Source: an optimization exercise on an open RTL-to-GDS flow (aim: small area and a short achievable clock period). Production flows keep margins and buffers that such runs may drop. At most, simulation tests tie the RTL to the original design; equivalence was not proved. The flow treats the clock pin as an ideal source, which a real chip does not have.

## zinc
==> flow/design.v <==
`timescale 1ns / 1ps
module conv( input clk, input data_in, input [1:0]row_in, input [1:0]col_in,
input signed [7:0]data, output reg signed [7:0]out );
reg [7:0] n00, n01, n02, x20, x21, x22;
wire w0 = data_in & (row_in == 2'd0);
wire w2 = data_in & (row_in == 2'd2);
always @(posedge clk) begin
  if (w0 & (col_in == 2'd0)) n00 <= ~data;
  if (w0 & (col_in == 2'd1)) n01 <= ~data;
  if (w0 & (col_in == 2'd2)) n02 <= ~data;
  if (w2 & (col_in == 2'd0)) x20 <= data;
  if (w2 & (col_in == 2'd1)) x21 <= data;
  if (w2 & (col_in == 2'd2)) x22 <= data;
end
wire [10:0] a = {3'b0, x20}, b = {3'b0, x22}, c = {3'b0, n00};
wire [10:0] d = {3'b0, n02}, e = {2'b0, x21, 1'b0}, f = {2'b0, n01, 1'b0};
wire [10:0] s1 = a ^ b ^ c, c1 = {(a & b | a & c | b & c), 1'b0};
wire [10:0] s2 = d ^ e ^ f, c2 = {(d & e | d & f | e & f), 1'b0};
wire [10:0] s3 = s1 ^ c1 ^ s2, c3 = {(s1 & c1 | s1 & s2 | c1 & s2), 1'b0};
wire [10:0] s4 = s3 ^ c3 ^ c2, c4 = {(s3 & c3 | s3 & c2 | c3 & c2), 1'b0};
wire [10:0] t = s4 + c4 + 11'd4;
always @(posedge clk)
  if (!data_in)
    out <= t[10] ? ((t[9] | t[8]) ? 8'd255 : t[7:0]) : 8'd0;
endmodule
export LEC_CHECK = 0
export CAP_MARGIN = 20
export CORE_MARGIN = 2
export CORE_UTILIZATION = 40
export SLEW_MARGIN = 20
create_clock -name core_clock -period 6.0 [get_ports {clk}]
standard.sh (not shown) runs the stock make flow with config.mk's settings and CLKGATE_MAP_FILE= SYNTH_SCRIPT=/design/flow/synth_recipe.tcl, a recipe that flattens the netlist after the stock synthesis.
==> flow/flow/run.sh <==
#!/bin/bash
# Standard ORFS flow with chosen overrides; full tool output goes to standard.log.
bash standard.sh BUFFER_PORTS_ARGS='-buffer_cell sky130_fd_sc_hd__buf_2' CORE_UTILIZATION=60 ABC_AREA=1 finish > standard.log 2>&1
zinc finished all stages; the layout is clean.
## Diff of input files: garnet against zinc
==> flow/design.v <==
`timescale 1ns / 1ps
module conv( input clk, input data_in, input [1:0]row_in, input [1:0]col_in,
input signed [7:0]data, output reg signed [7:0]out );
reg [7:0] x00, x01, x02, x20, x21, x22;
wire w0 = data_in & (row_in == 2'd0);
wire w2 = data_in & (row_in == 2'd2);
always @(posedge clk) begin
  if (w0 & (col_in == 2'd0)) x00 <= data;
  if (w0 & (col_in == 2'd1)) x01 <= data;
  if (w0 & (col_in == 2'd2)) x02 <= data;
  if (w2 & (col_in == 2'd0)) x20 <= data;
  if (w2 & (col_in == 2'd1)) x21 <= data;
  if (w2 & (col_in == 2'd2)) x22 <= data;
end
wire [9:0] p = x20 + {x21, 1'b0} + x22;
wire [9:0] n = x00 + {x01, 1'b0} + x02;
wire [10:0] s = {1'b0, p} - {1'b0, n};
always @(posedge clk)
  if (!data_in)
    out <= s[10] ? 8'd0 : (|s[9:8]) ? 8'd255 : s[7:0];
endmodule
==> comparison <==
- garnet against zinc: mean instance size in the synthesized netlist shrank by about 3%, synthesized cell count moved up, final area flat, maximum buffer depth of the clock tree has remained practically unchanged.
- Time the final worst path needs with I/O delays and setup delta for garnet relative to zinc: 0.35 ns lower
- Across both runs, global-route met2 utilization was lower for garnet than for zinc.
- Critical path depth for garnet is lower than for zinc.
- Cmp garnet vs zinc: post-route worst setup slack higher in garnet
- [compare] base=zinc new=garnet: number of buffer and inverter stages on the critical path neither gained nor lost much.
No functional check of the RTL was part of any run of this note.


Another version of the RTL of conv (not shown whole).
For scale: roughly 490 cells after synthesis, ~56 flip-flops, about 22 I/O pins, ~5000 sq um of cells after synthesis.
// conv
module conv( input clk, input data_in, input [1:0]row_in, input [1:0]col_in,
input signed [7:0]data, output reg signed [7:0]out );
==> module conv, before the edit <==
module conv( input clk, input data_in, input [1:0]row_in, input [1:0]col_in,
input signed [7:0]data, output reg signed [7:0]out );
reg [71:0] x_flat;
localparam [35:0] KERNEL = {4'hF, 4'hE, 4'hF,    
                            4'h0, 4'h0, 4'h0,    
                            4'h1, 4'h2, 4'h1};   
integer m,n,sum;
reg signed [3:0] k;
reg [7:0] px;
always @(posedge clk) begin
if (data_in == 1) begin
  if (row_in <= 2 && col_in <= 2)
    x_flat[(row_in*3+col_in)*8 +: 8] <= data;
end
else begin
  sum = 0;
  for (m = 0 ; m <= 2 ; m = m + 1) begin
    for (n = 0 ; n <= 2 ; n = n + 1) begin
      k  = KERNEL[((2-m)*3+(2-n))*4 +: 4];
      px = x_flat[(m*3+n)*8 +: 8];
      sum = sum + $signed({1'b0, px}) * k;
    end
  end
  if (sum > 255)
    out <= 255;
  else if (sum < 0)
    out <= 0;
  else
    out <= sum[7:0];
end
end
endmodule
make LEC_CHECK=0 CAP_MARGIN=20 CORE_MARGIN=2 CORE_UTILIZATION=40 SLEW_MARGIN=20 finish   # period 6.0 ns
run.sh (not shown) runs the stock make flow with config.mk's settings and CLKGATE_MAP_FILE= SYNTH_SCRIPT=/design/flow/synth_recipe.tcl, a recipe that flattens the netlist after the stock synthesis.
Stock flow here: none of the scripts above is used.
Then changed:
==> flow/design.v (replaced) <==
`timescale 1ns / 1ps
module conv( input clk, input data_in, input [1:0]row_in, input [1:0]col_in,
input signed [7:0]data, output reg signed [7:0]out );
reg [7:0] x00, x01, x02, x20, x21, x22;
wire w0 = data_in & (row_in == 2'd0);
wire w2 = data_in & (row_in == 2'd2);
always @(posedge clk) begin
  if (w0 & (col_in == 2'd0)) x00 <= data;
  if (w0 & (col_in == 2'd1)) x01 <= data;
  if (w0 & (col_in == 2'd2)) x02 <= data;
  if (w2 & (col_in == 2'd0)) x20 <= data;
  if (w2 & (col_in == 2'd1)) x21 <= data;
  if (w2 & (col_in == 2'd2)) x22 <= data;
end
wire [9:0] p = x20 + {x21, 1'b0} + x22;
wire [9:0] n = x00 + {x01, 1'b0} + x02;
wire [10:0] s = {1'b0, p} - {1'b0, n};
always @(posedge clk)
  if (!data_in)
    out <= s[10] ? 8'd0 : (|s[9:8]) ? 8'd255 : s[7:0];
endmodule
The new run went through all stages and came out clean; non-clock buffer count falls by 5; clock-buffer cell count is unchanged; hold slack gets better by 0.25 ns; via count falls by well over a third; register-to-register slack gets better by 1.4 ns; core utilization rises by 0.71 points; routed wire length falls by well over a third; final cell count falls by well over a third; critical path depth falls by 6.
The RTL of the second run of this note was laid out without a check of its function.


Another version of the RTL of conv (not shown whole).
Size: ~220 cells after synthesis, about 2900 um2 of cells after synthesis.
==> module conv, before the edit <==
module conv( input clk, input data_in, input [1:0]row_in, input [1:0]col_in,
input signed [7:0]data, output reg signed [7:0]out );
reg [7:0] n00, n01, n02, x20, x21, x22;
wire w0 = data_in & (row_in == 2'd0);
wire w2 = data_in & (row_in == 2'd2);
always @(posedge clk) begin
  if (w0 & (col_in == 2'd0)) n00 <= ~data;
  if (w0 & (col_in == 2'd1)) n01 <= ~data;
  if (w0 & (col_in == 2'd2)) n02 <= ~data;
  if (w2 & (col_in == 2'd0)) x20 <= data;
  if (w2 & (col_in == 2'd1)) x21 <= data;
  if (w2 & (col_in == 2'd2)) x22 <= data;
end
wire [10:0] a = {3'b0, x20}, b = {3'b0, x22}, c = {3'b0, n00};
wire [10:0] d = {3'b0, n02}, e = {2'b0, x21, 1'b0}, f = {2'b0, n01, 1'b0};
wire [10:0] s1 = a ^ b ^ c;
wire [10:0] c1 = {(a & b | a & c | b & c), 1'b1};
wire [10:0] s2 = d ^ e ^ f;
wire [10:0] maj2 = d & e | d & f | e & f;    
wire [10:0] c2 = {maj2[9:1], 1'b1, 1'b0};
wire [10:0] s3 = s1 ^ c1 ^ s2;
wire [10:0] c3 = {(s1 & c1 | s1 & s2 | c1 & s2), 1'b1};
wire [10:0] s4 = s3 ^ c3 ^ c2;
wire [10:0] c4 = {(s3 & c3 | s3 & c2 | c3 & c2), 1'b0};
wire [7:0] g = s4[7:0] & c4[7:0];
wire [7:0] p = s4[7:0] ^ c4[7:0];
wire [7:0] g1, p1, g2, p2, g3;
genvar i;
generate for (i = 0; i < 8; i = i + 1) begin : ks
  assign g1[i] = (i >= 1) ? g[i] | p[i] & g[i-1] : g[i];
  assign p1[i] = (i >= 1) ? p[i] & p[i-1] : p[i];
  assign g2[i] = (i >= 2) ? g1[i] | p1[i] & g1[i-2] : g1[i];
  assign p2[i] = (i >= 2) ? p1[i] & p1[i-2] : p1[i];
  assign g3[i] = (i >= 4) ? g2[i] | p2[i] & g2[i-4] : g2[i];
end endgenerate
wire [8:0] cy = {g3, 1'b0};           
wire [7:0] lo = p ^ cy[7:0];
localparam [127:0] HTAB = 128'hfffffffffffffffbfffbb220b2200000;
wire [4:0] hb = {c4[10], c4[9], s4[9], c4[8], s4[8]};
wire [3:0] hf = HTAB[hb*4 +: 4];
wire sat  = cy[8] ? hf[0] : hf[2];
wire pass = cy[8] ? hf[1] : hf[3];
wire hold = data_in;
always @(posedge clk)
  out <= {8{hold}} & out | {8{~hold & sat}} | {8{~hold & pass}} & lo;
endmodule
==> flow/config.mk <==
export PLATFORM = sky130hd
export DESIGN_NAME = conv
export DESIGN_NICKNAME = conv
export VERILOG_FILES = /design/flow/design.v
export SDC_FILE = /design/flow/constraint.sdc
export NUM_CORES = 4
export LEC_CHECK = 0
export CAP_MARGIN = 20
export CORE_MARGIN = 2
export CORE_UTILIZATION = 40
export SLEW_MARGIN = 20
==> flow/constraint.sdc <==
create_clock -name core_clock -period 6.0 [get_ports {clk}]
set_input_delay 1.2000 -clock core_clock [delete_from_list [all_inputs] [get_ports {clk}]]
set_output_delay 1.2000 -clock core_clock [all_outputs]
set_load 0.01 [all_outputs]
standard.sh (not shown) runs the stock make flow with config.mk's settings and CLKGATE_MAP_FILE= SYNTH_SCRIPT=/design/flow/synth_recipe.tcl, a recipe that flattens the netlist after the stock synthesis.
==> flow/flow/run.sh <==
#!/bin/bash
# Standard ORFS flow with chosen overrides, plus flow/skew.tcl after clock tree
# synthesis, which delays the clock of the out register (useful skew for the
# paths from the window registers into it). Full tool output goes to standard.log.
export SKEW_DLY_COUNT=1
export SKEW_DRV_CELL=sky130_fd_sc_hd__clkbuf_4
bash standard.sh SYNTH_ARGS=-noabc ABC_AREA=1 BUFFER_PORTS_ARGS='-buffer_cell sky130_fd_sc_hd__buf_2' CORE_UTILIZATION=60 HOLD_SLACK_MARGIN=0.1 POST_CTS_TCL=$PWD/flow/skew.tcl finish > standard.log 2>&1
==> flow/flow/skew.tcl <==
# Delay the clock of the output register (useful skew for the paths from the
# window registers into it): a chain of delay cells and a clock buffer between
# the clock tree and the out flip-flops' clock pins.
set dly_cell  [expr {[info exists ::env(SKEW_DLY_CELL)] ? $::env(SKEW_DLY_CELL) : "sky130_fd_sc_hd__clkdlybuf4s50_1"}]
set dly_count [expr {[info exists ::env(SKEW_DLY_COUNT)] ? $::env(SKEW_DLY_COUNT) : 1}]
set drv_cell  [expr {[info exists ::env(SKEW_DRV_CELL)] ? $::env(SKEW_DRV_CELL) : "sky130_fd_sc_hd__clkbuf_2"}]
set pins {}
foreach pin [all_registers -clock_pins] {
  if {[string match {out\[*} [get_full_name $pin]]} { lappend pins $pin }
}
puts "skew: [llength $pins] out clock pins"
set bufs {}
set b [insert_buffer -buffer_cell $drv_cell -load_pins $pins -load_pins_on_diff_nets -buffer_name skew_drv -net_name skew_net_drv]
puts "skew: inserted $b"
set prev [get_pins -of_objects [get_cells $b] -filter "direction == input"]
for {set i 0} {$i < $dly_count} {incr i} {
  set b [insert_buffer -buffer_cell $dly_cell -load_pins $prev -buffer_name skew_dly$i -net_name skew_net_dly$i]
  puts "skew: inserted $b"
  set prev [get_pins -of_objects [get_cells $b] -filter "direction == input"]
}
foreach n [[ord::get_db_block] getNets] {
  if {[string match skew_net* [$n getName]]} { $n setSigType CLOCK }
}
estimate_parasitics -placement
detailed_placement
check_placement -verbose
estimate_parasitics -placement
Change:
--- a/flow/design.v
+++ b/flow/design.v
@@ -5,11 +5,15 @@
 wire w0 = data_in & (row_in == 2'd0);
 wire w2 = data_in & (row_in == 2'd2);
+wire [5:0] we = {w2 & (col_in == 2'd2), w2 & (col_in == 2'd1), w2 & (col_in == 2'd0),
+                 w0 & (col_in == 2'd2), w0 & (col_in == 2'd1), w0 & (col_in == 2'd0)};
+wire [5:0] we_n = ~we;
+wire [7:0] dn = ~data;
 always @(posedge clk) begin
-  if (w0 & (col_in == 2'd0)) n00 <= ~data;
-  if (w0 & (col_in == 2'd1)) n01 <= ~data;
-  if (w0 & (col_in == 2'd2)) n02 <= ~data;
-  if (w2 & (col_in == 2'd0)) x20 <= data;
-  if (w2 & (col_in == 2'd1)) x21 <= data;
-  if (w2 & (col_in == 2'd2)) x22 <= data;
+  n00 <= {8{we[0]}} & dn   | {8{we_n[0]}} & n00;
+  n01 <= {8{we[1]}} & dn   | {8{we_n[1]}} & n01;
+  n02 <= {8{we[2]}} & dn   | {8{we_n[2]}} & n02;
+  x20 <= {8{we[3]}} & data | {8{we_n[3]}} & x20;
+  x21 <= {8{we[4]}} & data | {8{we_n[4]}} & x21;
+  x22 <= {8{we[5]}} & data | {8{we_n[5]}} & x22;
 end
 wire [10:0] a = {3'b0, x20}, b = {3'b0, x22}, c = {3'b0, n00};
Design area rose by about 2%.
Cell count rose by 32%.
Routed wire length rose by about 5.4%.
Critical path depth fell by 4.
Synthesized area rose by about 5.5%.
First-iteration DRC count rose by 10%.
Clock skew fell by 0.0038 ns.
For the second run of this note, only the layout was checked, not whether the RTL still works.


Setup of try-nickel:
conv, a different RTL version from the one above (not shown whole).
For scale: roughly 56 flip-flops, ~22 I/O pins, ~2900 sq um of cells after synthesis.
==> module conv, before the edit <==
module conv( input clk, input data_in, input [1:0]row_in, input [1:0]col_in,
input signed [7:0]data, output reg signed [7:0]out );
reg [7:0] n00, n01, n02, x20, x21, x22;
wire w0 = data_in & (row_in == 2'd0);
wire w2 = data_in & (row_in == 2'd2);
always @(posedge clk) begin
  if (w0 & (col_in == 2'd0)) n00 <= ~data;
  if (w0 & (col_in == 2'd1)) n01 <= ~data;
  if (w0 & (col_in == 2'd2)) n02 <= ~data;
  if (w2 & (col_in == 2'd0)) x20 <= data;
  if (w2 & (col_in == 2'd1)) x21 <= data;
  if (w2 & (col_in == 2'd2)) x22 <= data;
end
wire [10:0] a = {3'b0, x20}, b = {3'b0, x22}, c = {3'b0, n00};
wire [10:0] d = {3'b0, n02}, e = {2'b0, x21, 1'b0}, f = {2'b0, n01, 1'b0};
wire [10:0] s1 = a ^ b ^ c;
wire [10:0] c1 = {(a & b | a & c | b & c), 1'b1};
wire [10:0] s2 = d ^ e ^ f;
wire [10:0] maj2 = d & e | d & f | e & f;    
wire [10:0] c2 = {maj2[9:1], 1'b1, 1'b0};
wire [10:0] s3 = s1 ^ c1 ^ s2;
wire [10:0] c3 = {(s1 & c1 | s1 & s2 | c1 & s2), 1'b1};
wire [10:0] s4 = s3 ^ c3 ^ c2;
wire [10:0] c4 = {(s3 & c3 | s3 & c2 | c3 & c2), 1'b0};
wire [7:0] g = s4[7:0] & c4[7:0];
wire [7:0] p = s4[7:0] ^ c4[7:0];
wire [7:0] g1, p1, g2, p2, g3;
genvar i;
generate for (i = 0; i < 8; i = i + 1) begin : ks
  assign g1[i] = (i >= 1) ? g[i] | p[i] & g[i-1] : g[i];
  assign p1[i] = (i >= 1) ? p[i] & p[i-1] : p[i];
  assign g2[i] = (i >= 2) ? g1[i] | p1[i] & g1[i-2] : g1[i];
  assign p2[i] = (i >= 2) ? p1[i] & p1[i-2] : p1[i];
  assign g3[i] = (i >= 4) ? g2[i] | p2[i] & g2[i-4] : g2[i];
end endgenerate
wire [8:0] cy = {g3, 1'b0};           
wire g1_copy = ~(~s4[1] | ~c4[1]);
wire [7:0] lo = p ^ {cy[7:3], g1_copy, cy[1:0]};
localparam [127:0] HTAB = 128'hfffffffffffffffbfffbb220b2200000;
wire [4:0] hb = {c4[10], c4[9], s4[9], c4[8], s4[8]};
wire [3:0] hf = HTAB[hb*4 +: 4];
wire sat  = cy[8] ? hf[0] : hf[2];
wire pass = cy[8] ? hf[1] : hf[3];
wire hold = data_in;
always @(posedge clk)
  out <= {8{hold}} & out | {8{~hold & sat}} | {8{~hold & pass}} & lo;
endmodule
==> flow/config.mk <==
export PLATFORM = sky130hd
export DESIGN_NAME = conv
export DESIGN_NICKNAME = conv
export VERILOG_FILES = /design/flow/design.v
export SDC_FILE = /design/flow/constraint.sdc
export NUM_CORES = 4
export LEC_CHECK = 0
export CAP_MARGIN = 20
export CORE_MARGIN = 2
export CORE_UTILIZATION = 40
export SLEW_MARGIN = 20
==> flow/constraint.sdc <==
create_clock -name core_clock -period 6.0 [get_ports {clk}]
set_input_delay 1.2000 -clock core_clock [delete_from_list [all_inputs] [get_ports {clk}]]
set_output_delay 1.2000 -clock core_clock [all_outputs]
set_load 0.01 [all_outputs]
==> flow/flow/run.sh <==
#!/bin/bash
# The standard ORFS flow (the standard.sh) with these changes:
#  - synthesis without Yosys's early ABC pass (SYNTH_ARGS=-noabc), ABC area script;
#  - extra don't-use cells: sky130_fd_sc_hd__ha_1 sky130_fd_sc_hd__ha_2 sky130_fd_sc_hd__ha_4
#  - port buffers of a chosen cell;
#  - flow/skew.tcl after clock tree synthesis, which delays the clock of the out
#    register (useful skew for the paths from the window registers into it).
# The full output of the tools goes to standard.log here (ORFS's own logs are under orfs/logs).
export SKEW_DRV_CELL=sky130_fd_sc_hd__clkbuf_4
export SKEW_REPAIR_GAIN=0.15
# The platform's don't-use list, then the extra cells.
DU="sky130_fd_sc_hd__lpflow_bleeder_1 sky130_fd_sc_hd__lpflow_clkbufkapwr_1 sky130_fd_sc_hd__lpflow_clkbufkapwr_16 sky130_fd_sc_hd__lpflow_clkbufkapwr_2 sky130_fd_sc_hd__lpflow_clkbufkapwr_4 sky130_fd_sc_hd__lpflow_clkbufkapwr_8 sky130_fd_sc_hd__lpflow_clkinvkapwr_1 sky130_fd_sc_hd__lpflow_clkinvkapwr_16 sky130_fd_sc_hd__lpflow_clkinvkapwr_2 sky130_fd_sc_hd__lpflow_clkinvkapwr_4 sky130_fd_sc_hd__lpflow_clkinvkapwr_8 sky130_fd_sc_hd__lpflow_decapkapwr_12 sky130_fd_sc_hd__lpflow_decapkapwr_3 sky130_fd_sc_hd__lpflow_decapkapwr_4 sky130_fd_sc_hd__lpflow_decapkapwr_6 sky130_fd_sc_hd__lpflow_decapkapwr_8 sky130_fd_sc_hd__lpflow_inputiso0n_1 sky130_fd_sc_hd__lpflow_inputiso0p_1 sky130_fd_sc_hd__lpflow_inputiso1n_1 sky130_fd_sc_hd__lpflow_inputiso1p_1 sky130_fd_sc_hd__lpflow_inputisolatch_1 sky130_fd_sc_hd__lpflow_isobufsrc_1 sky130_fd_sc_hd__lpflow_isobufsrc_16 sky130_fd_sc_hd__lpflow_isobufsrc_2 sky130_fd_sc_hd__lpflow_isobufsrc_4 sky130_fd_sc_hd__lpflow_isobufsrc_8 sky130_fd_sc_hd__lpflow_isobufsrckapwr_16 sky130_fd_sc_hd__lpflow_lsbuf_lh_hl_isowell_tap_1 sky130_fd_sc_hd__lpflow_lsbuf_lh_hl_isowell_tap_2 sky130_fd_sc_hd__lpflow_lsbuf_lh_hl_isowell_tap_4 sky130_fd_sc_hd__lpflow_lsbuf_lh_isowell_4 sky130_fd_sc_hd__lpflow_lsbuf_lh_isowell_tap_1 sky130_fd_sc_hd__lpflow_lsbuf_lh_isowell_tap_2 sky130_fd_sc_hd__lpflow_lsbuf_lh_isowell_tap_4 sky130_fd_sc_hd__probe_p_8 sky130_fd_sc_hd__probec_p_8  sky130_fd_sc_hd__ha_1 sky130_fd_sc_hd__ha_2 sky130_fd_sc_hd__ha_4"
bash standard.sh DONT_USE_CELLS="$DU" SYNTH_ARGS=-noabc ABC_AREA=1 BUFFER_PORTS_ARGS='-buffer_cell sky130_fd_sc_hd__buf_2' CORE_UTILIZATION=60 HOLD_SLACK_MARGIN=0.1  POST_CTS_TCL=$PWD/flow/skew.tcl finish > standard.log 2>&1
Other scripts of this flow, unchanged in this note and not shown: flow/flow/skew.tcl
Here is what was changed in the inputs of try-tundra compared with try-nickel.
diff --git a/flow/design.v b/flow/design.v
--- a/flow/design.v
+++ b/flow/design.v
@@ -35,8 +35,7 @@
   assign g3[i] = (i >= 4) ? g2[i] | p2[i] & g2[i-4] : g2[i];
 end endgenerate
 wire [8:0] cy = {g3, 1'b0};           
-wire g1_copy = ~(~s4[1] | ~c4[1]);
-wire [7:0] lo = p ^ {cy[7:3], g1_copy, cy[1:0]};
+wire [7:0] lo = p ^ cy[7:0];
 localparam [127:0] HTAB = 128'hfffffffffffffffbfffbb220b2200000;
 wire [4:0] hb = {c4[10], c4[9], s4[9], c4[8], s4[8]};
 wire [3:0] hf = HTAB[hb*4 +: 4];
[summary]
- The higher signal arrival time at the worst endpoint came out of try-nickel.
- The lower mapped cell area of try-nickel and try-tundra is in try-nickel.
- On via count, try-nickel loses to try-tundra.
- Cmp try-nickel and try-tundra / final area / higher: try-tundra
- The maximum frequency of try-tundra exceeds that of try-nickel by 0.78%.
- Taking try-nickel as the reference point, the register-to-register slack of try-tundra falls by 0.03 ns.
- Sort try-nickel and try-tundra by non-clock inverter instance count of the final layout desc -> top: try-tundra

[re-timing with driven ports]
No port has a modelled driver above. Below, the same layouts with a new extraction and two added sets of constraints. Step 1 sets driving cells, clkbuf_16 on the clock port and buf_2 on the other inputs (assumed; they add their load-dependent delay and slew). Step 2, shift: input delay + t, output delay - t, t = (earliest + latest rising clock arrival at the registers) / 2. This alone moves slack from input paths to output paths. Slacks: ideal / step 1 / step 2; pairs: ideal / step 1.
| run | t, ns | setup WS [ns] | worst setup path after step 2 | latest minus earliest clock arrival (ns) |
|---|---|---|---|---|
| zinc | 0.332 | 2.075 / 2.075 / 2.075 | register to register | 0.009 / 0.009 |
| garnet | 0.327 | 2.423 / 2.423 / 2.423 | register to register | 0.004 / 0.005 |
| the first run of note 2 | 0.341 | 0.698 / 0.698 / 0.698 | register to register | 0.009 / 0.008 |
| the second run of note 2 | 0.336 | 2.083 / 2.083 / 2.083 | register to register | 0.008 / 0.008 |
| the first run of note 3 | 0.632 | 3.369 / 3.349 / 2.747 | input to register | 0.655 / 0.655 |
| the second run of note 3 | 0.633 | 3.397 / 3.367 / 3.353 | input to register | 0.651 / 0.651 |
| try-nickel | 0.618 | 3.399 / 3.371 / 2.826 | input to register | 0.640 / 0.640 |
| try-tundra | 0.628 | 3.419 / 3.391 / 2.851 | input to register | 0.654 / 0.654 |
In the first run of note 3, the second run of note 3, try-nickel and try-tundra the clock reaches the registers at very different times; t lies between them, and the last value is a rough guide only. For the first run of note 3, which loses most, drivers alone change the setup slack by -0.020 ns; drivers and shift together by -0.622 ns.
